Source: an optimization exercise on an open RTL-to-GDS flow (aim: small area). Production flows keep margins and buffers that such runs may drop. The RTL was checked by simulation tests, not by an equivalence proof against the original design. No driver is modelled on the clock port, so clock power and skew are understated where the tree is cut down; a real chip needs a root buffer or a tree.

==> flow/design.v <==
module ClockWithBtn #(
    parameter FREQUENCY_IN = 1000
)(
    input  wire       clk,
    input  wire       rst,
    input  wire       en_in,
    input  wire       timerSetupBtn_in,
    input  wire       timerSelectBtn_in,
    input  wire       timerUpBtn_in,
    input  wire       timerDownBtn_in,
    output wire [7:0] bcdSecond_out,
    output wire [7:0] bcdMinute_out,
    output wire [7:0] bcdHour_out
);
reg  [9:0] dv;
reg        p;
wire       dv_term = (dv == 10'b0000111111);
wire       dv_clr  = rst | dv_term;
always @(posedge clk) begin
    dv <= dv_clr ? 10'd0 : {~dv[8:0], ~(dv[2] ^ dv[9])};
    p  <= ~rst & dv_term;
end
reg  [8:0] bk;
reg        w;
wire       bk_term = bk[1] & bk[3] & ~bk[4] & bk[5] & bk[7] & ~bk[8];
wire       bk_clr  = rst | bk_term;
always @(posedge clk) begin
    bk <= bk_clr ? 9'd0 : {~bk[7:0], ~(bk[3] ^ bk[8])};
    w  <= ~rst & (w ^ bk_term);
end
reg  act, s1, s0;
wire idle   = ~act & ~s0;
wire setact = act & ~timerSetupBtn_in & ~timerSelectBtn_in;
wire up     = setact & timerUpBtn_in;
wire dn     = setact & ~timerUpBtn_in & timerDownBtn_in;
wire selS   = ~s1 & ~s0;
wire selM   = s0;
wire selH   = s1;
always @(posedge clk) begin
    if (rst) begin
        act <= 1'b0; s1 <= 1'b0; s0 <= 1'b0;
    end else if (act) begin
        if (timerSetupBtn_in) begin
            act <= 1'b0; s1 <= 1'b1; s0 <= 1'b1;
        end else if (timerSelectBtn_in) begin
            s1 <= s0; s0 <= ~s1 & ~s0;
        end
    end else begin
        act <= idle & timerSetupBtn_in;
        s1  <= 1'b0;
        s0  <= 1'b0;
    end
end
reg  [3:0] su_n, mu_n, hu_n;
reg  [2:0] st_n, mt_n;
reg  [1:0] ht_n;
wire [3:0] su = ~su_n, mu = ~mu_n, hu = ~hu_n;
wire [2:0] st = ~st_n, mt = ~mt_n;
wire [1:0] ht = ~ht_n;
wire tick  = p & en_in & idle & ~timerSetupBtn_in;
wire sec59 = (su == 4'd9) & (st == 3'd5);
wire min59 = (mu == 4'd9) & (mt == 3'd5);
wire incS  = tick | (up & selS);
wire decS  = dn & selS;
wire incM  = (tick & sec59) | (up & selM);
wire decM  = dn & selM;
wire incH  = (tick & sec59 & min59) | (up & selH);
wire decH  = dn & selH;
wire su9 = su[0] & su[3];
wire su0 = ~su[0] & ~su[1] & ~su[2] & ~su[3];
wire mu9 = mu[0] & mu[3];
wire mu0 = ~mu[0] & ~mu[1] & ~mu[2] & ~mu[3];
wire hu9 = hu[0] & hu[3];
wire hu0 = ~hu[0] & ~hu[1] & ~hu[2] & ~hu[3];
wire h23 = ht[1] & hu[0] & hu[1];
wire h00 = hu0 & ~ht[0] & ~ht[1];
wire [3:0] su_t = {
    incS & su[0] & ((su[1] & su[2]) | su[3]) | decS & ~su[0] & ~su[1] & ~su[2],
    incS & su[0] & su[1] | decS & ~su[0] & ~su[1] & (su[2] | su[3]),
    incS & su[0] & ~su[3] | decS & ~su[0] & (su[1] | su[2] | su[3]),
    incS | decS};
wire cS = incS & su9, bS_ = decS & su0;
wire [2:0] st_t = {
    cS & st[0] & (st[1] | st[2]) | bS_ & ~st[0] & ~st[1],
    cS & st[0] & ~st[2] | bS_ & ~st[0] & (st[1] | st[2]),
    cS | bS_};
wire [3:0] mu_t = {
    incM & mu[0] & ((mu[1] & mu[2]) | mu[3]) | decM & ~mu[0] & ~mu[1] & ~mu[2],
    incM & mu[0] & mu[1] | decM & ~mu[0] & ~mu[1] & (mu[2] | mu[3]),
    incM & mu[0] & ~mu[3] | decM & ~mu[0] & (mu[1] | mu[2] | mu[3]),
    incM | decM};
wire cM = incM & mu9, bM_ = decM & mu0;
wire [2:0] mt_t = {
    cM & mt[0] & (mt[1] | mt[2]) | bM_ & ~mt[0] & ~mt[1],
    cM & mt[0] & ~mt[2] | bM_ & ~mt[0] & (mt[1] | mt[2]),
    cM | bM_};
wire [3:0] hu_t = {
    incH & hu[0] & ((hu[1] & hu[2]) | hu[3]) | decH & ~hu[0] & ~hu[1] & ~hu[2] & (hu[3] | ht[0] | ht[1]),
    incH & hu[0] & hu[1] & ~ht[1] | decH & ~hu[0] & ~hu[1] & (hu[2] | hu[3]),
    incH & hu[0] & ~hu[3] | decH & ~hu[0] & (hu[1] | hu[2] | hu[3] | (~ht[0] & ~ht[1])),
    incH | decH};
wire [1:0] ht_t = {
    incH & (hu9 & ht[0] | h23) | decH & hu0 & ~ht[0],
    incH & hu9 | decH & hu0 & (ht[0] | ht[1])};
always @(posedge clk) begin
    su_n <= rst ? 4'hF : su_n ^ su_t;
    st_n <= rst ? 3'h7 : st_n ^ st_t;
    mu_n <= rst ? 4'hF : mu_n ^ mu_t;
    mt_n <= rst ? 3'h7 : mt_n ^ mt_t;
    hu_n <= rst ? 4'hF : hu_n ^ hu_t;
    ht_n <= rst ? 2'h3 : ht_n ^ ht_t;
end
wire bS = act & selS & ~w;
wire bM = act & selM & ~w;
wire bH = act & selH & ~w;
assign bcdSecond_out = {bS, ~(st_n & {3{~bS}}), ~(su_n & {4{~bS}})};
assign bcdMinute_out = {bM, ~(mt_n & {3{~bM}}), ~(mu_n & {4{~bM}})};
assign bcdHour_out   = {bH, bH, ~(ht_n & {2{~bH}}), ~(hu_n & {4{~bH}})};
endmodule
export LEC_CHECK = 0
export CAP_MARGIN = 20
export CORE_AREA = 2.3 2.72 64.86 64.6
export DIE_AREA = 0 0 67.16 67.16
export PLACE_DENSITY = 0.85
export SLEW_MARGIN = 20
create_clock -name core_clock -period 10.0 [get_ports {clk}]
standard.sh (not shown) runs the stock make flow with config.mk's settings and CLKGATE_MAP_FILE= SYNTH_SCRIPT=/design/flow/synth_recipe.tcl, a recipe that flattens the netlist after the stock synthesis.
==> flow/flow/run.sh <==
#!/bin/bash
# Own layout flow: the standard flow, with these changes:
#  - synthesis maps the logic with several area-oriented ABC scripts
#    (flow/abc/*.abc) and keeps the smallest result; everything else in
#    synthesis is the standard flow's own script (synth_recipe.tcl)
#  - the port buffers are buf_1 cells
#  - the clock tree is four buffers driven by the clock port, each feeding a
#    cluster of about a quarter of the flip-flops (flow/cts_hook.tcl); each
#    is a clkbuf_4, upsized while the estimated slew at its clock pins is high
# Each tool's output goes to the logs under orfs/logs and to flow_make.log here.
set -euo pipefail
W=$(pwd)
export MY_WORK="$W"
export MY_ABC_DIR="$W/flow/abc"
export MY_ABC_TMP="$W"
export BUFFER_PORTS_ARGS="-buffer_cell sky130_fd_sc_hd__buf_1"
export PRE_CTS_TCL="$W/flow/cts_hook.tcl"
export MY_CTS_GROUPS=4
export MY_CTS_BUF=sky130_fd_sc_hd__clkbuf_4
export MY_CTS_SIZES="sky130_fd_sc_hd__clkbuf_8 sky130_fd_sc_hd__clkbuf_16"
export MY_CTS_SLEW=0.095
sed -e "s#SYNTH_SCRIPT=[^ ]*#SYNTH_SCRIPT=$W/flow/my_synth.tcl#" standard.sh > my_standard.sh
grep -q "SYNTH_SCRIPT=$W/flow/my_synth.tcl" my_standard.sh
bash my_standard.sh finish > flow_make.log 2>&1
==> flow/flow/cts_hook.tcl <==
# Clock tree: the clock port drives MY_CTS_GROUPS buffers (MY_CTS_BUF)
# directly, each feeding one cluster of flip-flops (k-means on position).
proc clock_tree_synthesis {args} {
  set ng $::env(MY_CTS_GROUPS)
  set bc $::env(MY_CTS_BUF)
  set bufs {}
  set block [ord::get_db_block]
  set net [$block findNet clk]
  set sinks {}
  foreach it [$net getITerms] {
    if {[$it isInputSignal]} {
      set inst [$it getInst]
      set b [$inst getBBox]
      set x [expr {([$b xMin] + [$b xMax]) / 2.0}]
      set y [expr {([$b yMin] + [$b yMax]) / 2.0}]
      lappend sinks [list $x $y "[$inst getName]/[[$it getMTerm] getName]"]
    }
  }
  set sinks [lsort -real -index 0 $sinks]
  set n [llength $sinks]
  # initial centres: slabs in x
  set cen {}
  for {set g 0} {$g < $ng} {incr g} {
    set s [lindex $sinks [expr {(2 * $g + 1) * $n / (2 * $ng)}]]
    lappend cen [list [lindex $s 0] [lindex $s 1]]
  }
  # balanced k-means: each cluster takes at most ceil(n/ng) sinks
  set cap [expr {($n + $ng - 1) / $ng}]
  for {set it 0} {$it < 30} {incr it} {
    set pairs {}
    set i 0
    foreach s $sinks {
      set g 0
      foreach c $cen {
        set d [expr {abs([lindex $s 0] - [lindex $c 0]) + abs([lindex $s 1] - [lindex $c 1])}]
        lappend pairs [list $d $i $g]
        incr g
      }
      incr i
    }
    set pairs [lsort -real -index 0 $pairs]
    set asg [lrepeat $n -1]
    set cnt [lrepeat $ng 0]
    foreach p $pairs {
      lassign $p d i g
      if {[lindex $asg $i] >= 0 || [lindex $cnt $g] >= $cap} continue
      lset asg $i $g
      lset cnt $g [expr {[lindex $cnt $g] + 1}]
    }
    set newcen {}
    for {set g 0} {$g < $ng} {incr g} {
      set sx 0; set sy 0; set k 0
      for {set i 0} {$i < $n} {incr i} {
        if {[lindex $asg $i] == $g} {
          set s [lindex $sinks $i]
          set sx [expr {$sx + [lindex $s 0]}]; set sy [expr {$sy + [lindex $s 1]}]; incr k
        }
      }
      lappend newcen [list [expr {$sx / $k}] [expr {$sy / $k}]]
    }
    set cen $newcen
  }
  for {set g 0} {$g < $ng} {incr g} {
    set pins {}
    for {set i 0} {$i < $n} {incr i} {
      if {[lindex $asg $i] == $g} { lappend pins [get_pins [lindex [lindex $sinks $i] 2]] }
    }
    set c [lindex $cen $g]
    set buf [insert_buffer -buffer_cell $bc -net clk -load_pins $pins \
      -location [list [expr {[lindex $c 0] / 1000.0}] [expr {[lindex $c 1] / 1000.0}]] \
      -buffer_name clkbuf_$g -net_name clknet_$g]
    lappend bufs $buf
  }
  # upsize a buffer while the estimated slew at its flip-flops' clock pins
  # is above MY_CTS_SLEW (ns)
  set sizes $::env(MY_CTS_SIZES)
  set_propagated_clock [all_clocks]
  estimate_parasitics -placement
  foreach buf $bufs {
    set name [get_full_name $buf]
    foreach size $sizes {
      set worst 0
      foreach pin [get_pins -of_objects [get_nets -of_objects [get_pins $name/X]]] {
        if {[get_full_name $pin] eq "$name/X"} continue
        set worst [expr {max($worst, [get_property $pin slew_max])}]
      }
      puts "clock buffer $name [get_property $buf ref_name] slew $worst"
      if {$worst <= $::env(MY_CTS_SLEW)} break
      replace_cell $buf $size
      estimate_parasitics -placement
    }
  }
}
Other scripts of this flow, unchanged in this note and not shown: flow/flow/abc/a_ds.abc, flow/flow/abc/b_m3.abc, flow/flow/abc/c_F.abc, flow/flow/abc/f_ds30nf.abc, flow/flow/abc/i_ds20s9.abc, flow/flow/my_synth.tcl
Rerun with:
==> flow/flow/run.sh (replaced) <==
#!/bin/bash
# Own layout flow: the standard flow, with these changes:
#  - synthesis maps the logic with several area-oriented ABC scripts
#    (flow/abc/*.abc) and keeps the smallest result; everything else in
#    synthesis is the standard flow's own script (synth_recipe.tcl)
#  - the port buffers are buf_1 cells
#  - the clock tree is three buffers driven by the clock port, each feeding a
#    cluster of about a third of the flip-flops (flow/cts_hook.tcl); each
#    is a clkbuf_8, upsized while the estimated slew at its clock pins is high
# Each tool's output goes to the logs under orfs/logs and to flow_make.log here.
set -euo pipefail
W=$(pwd)
export MY_WORK="$W"
export MY_ABC_DIR="$W/flow/abc"
export MY_ABC_TMP="$W"
export BUFFER_PORTS_ARGS="-buffer_cell sky130_fd_sc_hd__buf_1"
export PRE_CTS_TCL="$W/flow/cts_hook.tcl"
export MY_CTS_GROUPS=3
export MY_CTS_BUF=sky130_fd_sc_hd__clkbuf_8
export MY_CTS_SIZES="sky130_fd_sc_hd__clkbuf_16"
export MY_CTS_SLEW=0.11
sed -e "s#SYNTH_SCRIPT=[^ ]*#SYNTH_SCRIPT=$W/flow/my_synth.tcl#" standard.sh > my_standard.sh
grep -q "SYNTH_SCRIPT=$W/flow/my_synth.tcl" my_standard.sh
bash my_standard.sh finish > flow_make.log 2>&1
==> flow/flow/abc/j_ds_nf2.abc (new file) <==
strash
 &get -n
 &deepsyn -T 20
 &put
 dch -f
 map -a
 topo
 &get -n
 &nf -R 1000
 &put
 &get -n
 &dch -f
 &nf -R 1000
 &put
==> flow/flow/abc/k_ds_nf4.abc (new file) <==
strash
 &get -n
 &deepsyn -T 20
 &put
 dch -f
 map -a
 topo
 &get -n
 &nf -R 1000
 &put
 &get -n
 &dch -f
 &nf -R 1000
 &put
 &get -n
 &dch -f
 &nf -R 1000
 &put
 &get -n
 &dch -f
 &nf -R 1000
 &put
==> flow/flow/abc/l_ds_dc2nf.abc (new file) <==
strash
 &get -n
 &deepsyn -T 20
 &put
 dch -f
 map -a
 topo
 &get -n
 &nf -R 1000
 &put
 &get -n
 &dc2
 &dch -f
 &nf -R 1000
 &put
==> flow/flow/abc/m_ds40_nf2.abc (new file) <==
strash
 &get -n
 &deepsyn -T 40 -S 2
 &put
 dch -f
 map -a
 topo
 &get -n
 &nf -R 1000
 &put
 &get -n
 &dch -f
 &nf -R 1000
 &put
--- a/flow/config.mk
+++ b/flow/config.mk
@@ -9,4 +9,5 @@
 export CORE_AREA = 2.3 2.72 64.86 64.6
 export DIE_AREA = 0 0 67.16 67.16
+export GPL_TIMING_DRIVEN = 0
 export PLACE_DENSITY = 0.85
 export SLEW_MARGIN = 20
What happened: Utilization decreases by 0.57 points. Fmax increases by roughly a tenth. Setup slack gets better by 480 ps. Worst hold slack gets better by 5.0 ps. Register-to-register slack gets better by 430 ps.
No run of this note takes its clock network from TritonCTS; it comes from the design's own scripts or RTL.

[separate check: timing with driven ports]
No port has a modelled driver above. Below, the same layouts with a new extraction and two added sets of constraints.
Step 1: set_driving_cell puts a clkbuf_16 on clk and a buf_2 on each other input, an assumption about the parent block.
Step 2 adds t to the input delays and takes it off the output delays; t is the mean of the earliest and latest rising clock arrival at the registers after step 1. Input paths then give back, and output paths get back, about the clock's delay inside the block.
a / b / c = ideal ports / drivers / drivers and shift; a / b = the first two.
run | t (ns) | slack for setup (ns) | worst register clock-pin slew, ns
the first run | 0.188 | 5.786 / 5.815 / 5.627 | 0.08 / 0.08
the second run | 0.192 | 6.267 / 6.288 / 6.096 | 0.09 / 0.09
After both steps every run listed still meets setup and hold. The setup slack of the second run, which loses most, moves by +0.021 ns with the drivers and by -0.171 ns with both steps.
